From an optimization exercise on the open Yosys and OpenROAD flow, aimed at small area, a short achievable clock period and few clock cycles; shortcuts taken in it are not production practice. The RTL was checked by simulation tests, not by an equivalence proof against the original design.

==> flow/design.v <==
module MulDiv(input clk, input reset,
    output io_req_ready,
    input  io_req_valid,
    input [3:0] io_req_bits_fn,
    input  io_req_bits_dw,
    input [63:0] io_req_bits_in1,
    input [63:0] io_req_bits_in2,
    input [4:0] io_req_bits_tag,
    input  io_kill,
    input  io_resp_ready,
    output io_resp_valid,
    output[63:0] io_resp_bits_data,
    output[4:0] io_resp_bits_tag
);
  wire [3:0] fn = io_req_bits_fn;
  wire       dw = io_req_bits_dw;
  wire cmdMul    = ((fn & 4'h4) == 4'h0) | ((fn & 4'h8) == 4'h8);
  wire cmdHi     = ((fn & 4'h5) == 4'h1) | ((fn & 4'h2) == 4'h2) | ((fn & 4'h8) == 4'h8);
  wire lhsSigned = ((fn & 4'h9) == 4'h0) | ((fn & 4'h4) == 4'h0) | ((fn & 4'h3) == 4'h0);
  wire rhsSigned = ((fn & 4'h9) == 4'h0) | ((fn & 4'h4) == 4'h0);
  wire lhs_sign  = lhsSigned & (dw ? io_req_bits_in1[63] : io_req_bits_in1[31]);
  wire rhs_sign  = rhsSigned & (dw ? io_req_bits_in2[63] : io_req_bits_in2[31]);
  wire [63:0] lhs_ext = dw ? io_req_bits_in1 : {{32{lhs_sign}}, io_req_bits_in1[31:0]};
  wire [63:0] rhs_ext = dw ? io_req_bits_in2 : {{32{rhs_sign}}, io_req_bits_in2[31:0]};
  wire [63:0] a_mag = lhs_sign ? (64'h0 - lhs_ext) : lhs_ext;
  wire [63:0] b_mag = rhs_sign ? (64'h0 - rhs_ext) : rhs_ext;
  wire [63:0] a_est = lhs_ext ^ {64{lhs_sign}};
  wire [63:0] b_est = rhs_ext ^ {64{rhs_sign}};
  wire  [7:0] a_nz, b_nz, a_th, b_th;
  genvar gi;
  generate for (gi = 0; gi < 8; gi = gi + 1) begin : g_est
    assign a_nz[gi] = |a_est[8*gi+7:8*gi];
    assign b_nz[gi] = |b_est[8*gi+7:8*gi];
    assign a_th[gi] = |a_nz[7:gi];
    assign b_th[gi] = |b_nz[7:gi];
  end endgenerate
  wire swap = cmdMul & (|(a_th & ~b_th));
  reg        busy;       
  reg        isMul, isHi, isW, sA, sB;
  reg        prep;       
  reg  [5:0] cnt;        
  reg  [7:0] mm;         
  reg  [4:0] tag;
  reg [63:0] P;          
  reg [63:0] L;          
  reg [63:0] B;          
  reg        ov;         
  reg [63:0] od;
  reg        oneg, oinc, ow;
  reg  [4:0] otag;
  wire  [7:0] d = L[7:0];
  wire [71:0] p0 = d[0] ? {8'b0, B} : 72'h0;
  wire [71:0] p1 = d[1] ? {7'b0, B, 1'b0} : 72'h0;
  wire [71:0] p2 = d[2] ? {6'b0, B, 2'b0} : 72'h0;
  wire [71:0] p3 = d[3] ? {5'b0, B, 3'b0} : 72'h0;
  wire [71:0] p4 = d[4] ? {4'b0, B, 4'b0} : 72'h0;
  wire [71:0] p5 = d[5] ? {3'b0, B, 5'b0} : 72'h0;
  wire [71:0] p6 = d[6] ? {2'b0, B, 6'b0} : 72'h0;
  wire [71:0] p7 = d[7] ? {1'b0, B, 7'b0} : 72'h0;
  wire [71:0] px = {8'b0, P};
  wire [71:0] s1 = px ^ p0 ^ p1, c1 = ((px & p0) | (px & p1) | (p0 & p1)) << 1;
  wire [71:0] s2 = p2 ^ p3 ^ p4, c2 = ((p2 & p3) | (p2 & p4) | (p3 & p4)) << 1;
  wire [71:0] s3 = p5 ^ p6 ^ p7, c3 = ((p5 & p6) | (p5 & p7) | (p6 & p7)) << 1;
  wire [71:0] s4 = s1 ^ c1 ^ s2, c4 = ((s1 & c1) | (s1 & s2) | (c1 & s2)) << 1;
  wire [71:0] s5 = c2 ^ s3 ^ c3, c5 = ((c2 & s3) | (c2 & c3) | (s3 & c3)) << 1;
  wire [71:0] s6 = s4 ^ c4 ^ s5, c6 = ((s4 & c4) | (s4 & s5) | (c4 & s5)) << 1;
  wire [71:0] s7 = s6 ^ c6 ^ c5, c7 = ((s6 & c6) | (s6 & c5) | (c6 & c5)) << 1;
  wire [71:0] s;
  wire        s_co;
  MulDiv_add #(72) u_madd(.a(s7), .b(c7), .cin(1'b0), .sum(s), .cout(s_co));
  wire  [7:0] nzb;
  generate for (gi = 0; gi < 8; gi = gi + 1) begin : g_nzb
    assign nzb[gi] = |L[8*gi+7:8*gi];
  end endgenerate
  wire more = |(nzb[7:1] & mm[7:1]);
  wire [63:0] mP = s[71:8];
  wire [63:0] mL = {s[7:0], L[63:8]};
  wire        mul_last = ~more;
  wire  [2:0] t = cnt[2:0] - 3'd1;
  wire [127:0] win0 = isHi ? {64'h0, mP} : {mP, mL};
  wire [95:0]  win1 = t[2] ? win0[127:32] : win0[95:0];
  wire [79:0]  win2 = t[1] ? win1[95:16] : win1[79:0];
  wire [63:0]  win3 = t[0] ? win2[71:8] : win2[63:0];
  wire  [7:0] pzb;
  generate for (gi = 0; gi < 8; gi = gi + 1) begin : g_pzb
    assign pzb[gi] = ~|mP[8*gi+7:8*gi] | (gi >= t);
  end endgenerate
  wire lo_zero = (mL == 64'h0) & (&pzb);
  function [6:0] lzc64(input [63:0] x);
    reg [31:0] z1, c1;
    reg [15:0] z2; reg [31:0] c2;
    reg [7:0]  z3; reg [23:0] c3;
    reg [3:0]  z4; reg [15:0] c4;
    reg [1:0]  z5; reg [9:0]  c5;
    reg        z6; reg [5:0]  c6;
    integer i;
    begin
      for (i = 0; i < 32; i = i + 1) begin
        z1[i] = ~(x[2*i+1] | x[2*i]);
        c1[i] = ~x[2*i+1];
      end
      for (i = 0; i < 16; i = i + 1) begin
        z2[i] = z1[2*i+1] & z1[2*i];
        c2[2*i +: 2] = z1[2*i+1] ? {1'b1, c1[2*i]} : {1'b0, c1[2*i+1]};
      end
      for (i = 0; i < 8; i = i + 1) begin
        z3[i] = z2[2*i+1] & z2[2*i];
        c3[3*i +: 3] = z2[2*i+1] ? {1'b1, c2[2*(2*i) +: 2]} : {1'b0, c2[2*(2*i+1) +: 2]};
      end
      for (i = 0; i < 4; i = i + 1) begin
        z4[i] = z3[2*i+1] & z3[2*i];
        c4[4*i +: 4] = z3[2*i+1] ? {1'b1, c3[3*(2*i) +: 3]} : {1'b0, c3[3*(2*i+1) +: 3]};
      end
      for (i = 0; i < 2; i = i + 1) begin
        z5[i] = z4[2*i+1] & z4[2*i];
        c5[5*i +: 5] = z4[2*i+1] ? {1'b1, c4[4*(2*i) +: 4]} : {1'b0, c4[4*(2*i+1) +: 4]};
      end
      z6 = z5[1] & z5[0];
      c6 = z5[1] ? {1'b1, c5[4:0]} : {1'b0, c5[9:5]};
      lzc64 = z6 ? 7'd64 : {1'b0, c6};
    end
  endfunction
  wire [6:0] lzA = lzc64(L);
  wire [6:0] lzB = lzc64(B);
  wire       bzero = lzB[6];
  wire [6:0] dlt   = lzB - lzA;                     
  wire       dimm  = bzero | dlt[6];                
  wire [5:1] shh   = ~dlt[5:1];                     
  reg  [63:0] rot;
  always @(*) begin
    rot = L;
    if (shh[1]) rot = {rot[61:0], rot[63:62]};
    if (shh[2]) rot = {rot[59:0], rot[63:60]};
    if (shh[3]) rot = {rot[55:0], rot[63:56]};
    if (shh[4]) rot = {rot[47:0], rot[63:48]};
    if (shh[5]) rot = {rot[31:0], rot[63:32]};
  end
  wire [31:0] lm2 = ~({32{1'b1}} << shh);
  wire [63:0] lowmask;
  generate for (gi = 0; gi < 32; gi = gi + 1) begin : g_mask
    assign lowmask[2*gi+1:2*gi] = {2{lm2[gi]}};
  end endgenerate
  wire [63:0] pP = rot & lowmask;
  wire [63:0] pL = rot & ~lowmask;
  wire  [5:0] pcnt = {1'b0, dlt[5:1]} + 6'd1;
  wire [64:0] r2a  = {P, L[63]};
  wire [65:0] ta;
  wire        ta_co;
  MulDiv_add #(66) u_sa(.a({1'b0, r2a}), .b(~{2'b0, B}), .cin(1'b1), .sum(ta), .cout(ta_co));
  wire        qa   = ~ta[65];
  wire [64:0] ra   = qa ? ta[64:0] : r2a;
  wire [64:0] r2b  = {ra[63:0], L[62]};
  wire [65:0] tb;
  wire        tb_co;
  MulDiv_add #(66) u_sb(.a({1'b0, r2b}), .b(~{2'b0, B}), .cin(1'b1), .sum(tb), .cout(tb_co));
  wire        qb   = ~tb[65];
  wire [63:0] rb   = qb ? tb[63:0] : r2b[63:0];
  wire [63:0] dL   = {L[61:0], qa, qb};
  wire        div_last = prep ? dimm : (cnt == 6'd1);
  wire last     = isMul ? mul_last : div_last;
  wire oblock   = ov & ~io_resp_ready;
  wire ready    = ~busy | (last & ~oblock);
  wire fire     = io_req_valid & ready;
  wire complete = busy & last & ~oblock & ~io_kill;
  wire step     = busy & ~(last & oblock);
  assign io_req_ready = ready;
  assign io_resp_valid = ov;
  assign io_resp_bits_tag = otag;
  wire [63:0] ox = (od ^ {64{oneg}}) + {63'h0, oinc};
  assign io_resp_bits_data = ow ? {{32{ox[31]}}, ox[31:0]} : ox;
  reg [63:0] res;
  reg        rneg, rinc;
  always @(*) begin
    if (isMul) begin
      res  = win3;
      rneg = sA ^ sB;
      rinc = (sA ^ sB) & (~isHi | lo_zero);
    end else if (prep) begin
      res  = isHi ? L : (bzero ? {64{1'b1}} : 64'h0);
      rneg = isHi & sA;
      rinc = isHi & sA;
    end else begin
      res  = isHi ? rb : dL;
      rneg = isHi ? sA : (sA ^ sB);
      rinc = isHi ? sA : (sA ^ sB);
    end
  end
  always @(posedge clk) begin
    if (reset) begin
      busy <= 1'b0;
      ov   <= 1'b0;
    end else begin
      if (fire) busy <= 1'b1;
      else if (io_kill | complete) busy <= 1'b0;
      if (complete) ov <= 1'b1;
      else if (io_resp_ready) ov <= 1'b0;
    end
  end
  always @(posedge clk) begin
    if (complete) begin
      od   <= res;
      oneg <= rneg;
      oinc <= rinc;
      ow   <= isW;
      otag <= tag;
    end
  end
  always @(posedge clk) begin
    if (fire) begin
      isMul <= cmdMul;
      isHi  <= cmdHi;
      isW   <= ~dw;
      sA    <= lhs_sign;
      sB    <= rhs_sign;
      prep  <= ~cmdMul;
      cnt   <= cmdMul ? 6'd8 : 6'd0;
      mm    <= 8'hff;
      tag   <= io_req_bits_tag;
      P     <= 64'h0;
      L     <= swap ? b_mag : a_mag;
      B     <= swap ? a_mag : b_mag;
    end else if (step) begin
      if (isMul) begin
        P    <= mP;
        L    <= mL;
        cnt  <= cnt - 6'd1;
        mm   <= {1'b0, mm[7:1]};
      end else if (prep) begin
        prep <= 1'b0;
        P    <= pP;
        L    <= pL;
        cnt  <= pcnt;
      end else begin
        P    <= rb;
        L    <= dL;
        cnt  <= cnt - 6'd1;
      end
    end
  end
endmodule
module MulDiv_add #(parameter W = 64) (input [W-1:0] a, input [W-1:0] b, input cin,
                                        output [W-1:0] sum, output cout);
  reg [W-1:0] G, P, c;
  integer l, i;
  always @(*) begin
    G = a & b;
    P = a ^ b;
    G[0] = G[0] | (P[0] & cin);
    for (l = 1; l < W; l = l * 2)
      for (i = 2*l - 1; i < W; i = i + 2*l) begin
        G[i] = G[i] | (P[i] & G[i-l]);
        P[i] = P[i] & P[i-l];
      end
    for (l = 64; l >= 1; l = l / 2)
      for (i = 3*l - 1; i < W; i = i + 2*l)
        if (l < W) begin
          G[i] = G[i] | (P[i] & G[i-l]);
          P[i] = P[i] & P[i-l];
        end
    c = {G[W-2:0], cin};
  end
  assign sum = a ^ b ^ c;
  assign cout = G[W-1];
endmodule
clock: 12.0 ns
lec_check: 0
cap_margin: 20
core_margin: 2
core_utilization: 40
place_density: 0.6
setup_slack_margin: 5
slew_margin: 20
run.sh (not shown) runs the stock make flow with config.mk's settings and CLKGATE_MAP_FILE= SYNTH_SCRIPT=/design/flow/synth_recipe.tcl, a recipe that flattens the netlist after the stock synthesis.
Testbench counts at the start, summed over its fixed seeds: cycles 11,700.
Then changed:
--- a/flow/design.v
+++ b/flow/design.v
@@ -35,23 +35,24 @@
     assign b_th[gi] = |b_nz[7:gi];
   end endgenerate
   wire swap = cmdMul & (|(a_th & ~b_th));
   reg        busy;       
   reg        isMul, isHi, isW, sA, sB;
   reg        prep;       
+  reg        tail;       
   reg  [5:0] cnt;        
   reg  [7:0] mm;         
   reg  [4:0] tag;
   reg [63:0] P;          
   reg [63:0] L;          
   reg [63:0] B;          
   reg        ov;         
   reg [63:0] od;
   reg        oneg, oinc, ow;
   reg  [4:0] otag;
-  wire  [7:0] d = L[7:0];
+  wire  [7:0] d = tail ? 8'h00 : L[7:0];
   wire [71:0] p0 = d[0] ? {8'b0, B} : 72'h0;
   wire [71:0] p1 = d[1] ? {7'b0, B, 1'b0} : 72'h0;
   wire [71:0] p2 = d[2] ? {6'b0, B, 2'b0} : 72'h0;
   wire [71:0] p3 = d[3] ? {5'b0, B, 3'b0} : 72'h0;
   wire [71:0] p4 = d[4] ? {4'b0, B, 4'b0} : 72'h0;
   wire [71:0] p5 = d[5] ? {3'b0, B, 5'b0} : 72'h0;
@@ -70,25 +71,34 @@
   MulDiv_add #(72) u_madd(.a(s7), .b(c7), .cin(1'b0), .sum(s), .cout(s_co));
   wire  [7:0] nzb;
   generate for (gi = 0; gi < 8; gi = gi + 1) begin : g_nzb
     assign nzb[gi] = |L[8*gi+7:8*gi];
   end endgenerate
   wire more = |(nzb[7:1] & mm[7:1]);
-  wire [63:0] mP = s[71:8];
-  wire [63:0] mL = {s[7:0], L[63:8]};
-  wire        mul_last = ~more;
-  wire  [2:0] t = cnt[2:0] - 3'd1;
-  wire [127:0] win0 = isHi ? {64'h0, mP} : {mP, mL};
-  wire [95:0]  win1 = t[2] ? win0[127:32] : win0[95:0];
-  wire [79:0]  win2 = t[1] ? win1[95:16] : win1[79:0];
-  wire [63:0]  win3 = t[0] ? win2[71:8] : win2[63:0];
-  wire  [7:0] pzb;
-  generate for (gi = 0; gi < 8; gi = gi + 1) begin : g_pzb
-    assign pzb[gi] = ~|mP[8*gi+7:8*gi] | (gi >= t);
-  end endgenerate
-  wire lo_zero = (mL == 64'h0) & (&pzb);
+  wire t32  = tail & (cnt[3:2] != 2'b00);            
+  wire t16  = tail & ~t32 & cnt[1];                  
+  reg  [63:0] mP;
+  reg  [63:0] mL;
+  reg   [5:0] mcnt;
+  always @(*) begin
+    if (t32) begin
+      mP = {32'h0, P[63:32]};
+      mL = {P[31:0], L[63:32]};
+      mcnt = cnt - 6'd4;
+    end else if (t16) begin
+      mP = {16'h0, P[63:16]};
+      mL = {P[15:0], L[63:16]};
+      mcnt = cnt - 6'd2;
+    end else begin
+      mP = s[71:8];
+      mL = {s[7:0], L[63:8]};
+      mcnt = cnt - 6'd1;
+    end
+  end
+  wire mul_last = (mcnt == 6'd0);
+  wire mul_tail_next = tail | ~more;
   function [6:0] lzc64(input [63:0] x);
     reg [31:0] z1, c1;
     reg [15:0] z2; reg [31:0] c2;
     reg [7:0]  z3; reg [23:0] c3;
     reg [3:0]  z4; reg [15:0] c4;
     reg [1:0]  z5; reg [9:0]  c5;
@@ -169,15 +179,15 @@
   wire [63:0] ox = (od ^ {64{oneg}}) + {63'h0, oinc};
   assign io_resp_bits_data = ow ? {{32{ox[31]}}, ox[31:0]} : ox;
   reg [63:0] res;
   reg        rneg, rinc;
   always @(*) begin
     if (isMul) begin
-      res  = win3;
+      res  = isHi ? mP : (isW ? {32'h0, mL[63:32]} : mL);
       rneg = sA ^ sB;
-      rinc = (sA ^ sB) & (~isHi | lo_zero);
+      rinc = (sA ^ sB) & (~isHi | (mL == 64'h0));
     end else if (prep) begin
       res  = isHi ? L : (bzero ? {64{1'b1}} : 64'h0);
       rneg = isHi & sA;
       rinc = isHi & sA;
     end else begin
       res  = isHi ? rb : dL;
@@ -210,23 +220,25 @@
       isMul <= cmdMul;
       isHi  <= cmdHi;
       isW   <= ~dw;
       sA    <= lhs_sign;
       sB    <= rhs_sign;
       prep  <= ~cmdMul;
-      cnt   <= cmdMul ? 6'd8 : 6'd0;
+      tail  <= 1'b0;
+      cnt   <= dw ? 6'd8 : 6'd4;
       mm    <= 8'hff;
       tag   <= io_req_bits_tag;
       P     <= 64'h0;
       L     <= swap ? b_mag : a_mag;
       B     <= swap ? a_mag : b_mag;
     end else if (step) begin
       if (isMul) begin
         P    <= mP;
         L    <= mL;
-        cnt  <= cnt - 6'd1;
+        cnt  <= mcnt;
+        tail <= mul_tail_next;
         mm   <= {1'b0, mm[7:1]};
       end else if (prep) begin
         prep <= 1'b0;
         P    <= pP;
         L    <= pL;
         cnt  <= pcnt;
After rerunning:
- The new run completed, yet does not pass: max-capacitance violations, max-slew violations
- global-route usage rises by 4.3 points
- synthesized area falls slightly
- count of clock-buffer cells in the layout falls by 4
- maximum frequency rises slightly
- hold slack barely changes
Testbench counts after the change, summed over its fixed seeds: cycles 13,644.

[re-timing with driven ports]
How much do the figures lean on ideal ports? The routed layouts below were timed once more, with nothing changed but the port constraints. Step 1 (the two cells are an assumption about what drives the block):
set clk [get_ports {clk}]
set_driving_cell -lib_cell sky130_fd_sc_hd__clkbuf_16 $clk
set_driving_cell -lib_cell sky130_fd_sc_hd__buf_2 [delete_from_list [all_inputs] $clk]
Step 2 adds t to the input delays and takes it off the output delays; t is the mean of the earliest and latest rising clock arrival at the registers after step 1. Input paths then give back, and output paths get back, about the clock's delay inside the block. Slacks: ideal ports / drivers / drivers and shift; pairs: ideal ports / drivers.
run	t (ns)	slack for setup (ns)	worst setup path at the end
the first run	0.742	4.071 / 4.071 / 4.071	register to register
the second run	0.742	4.219 / 4.147 / 4.258	register to register
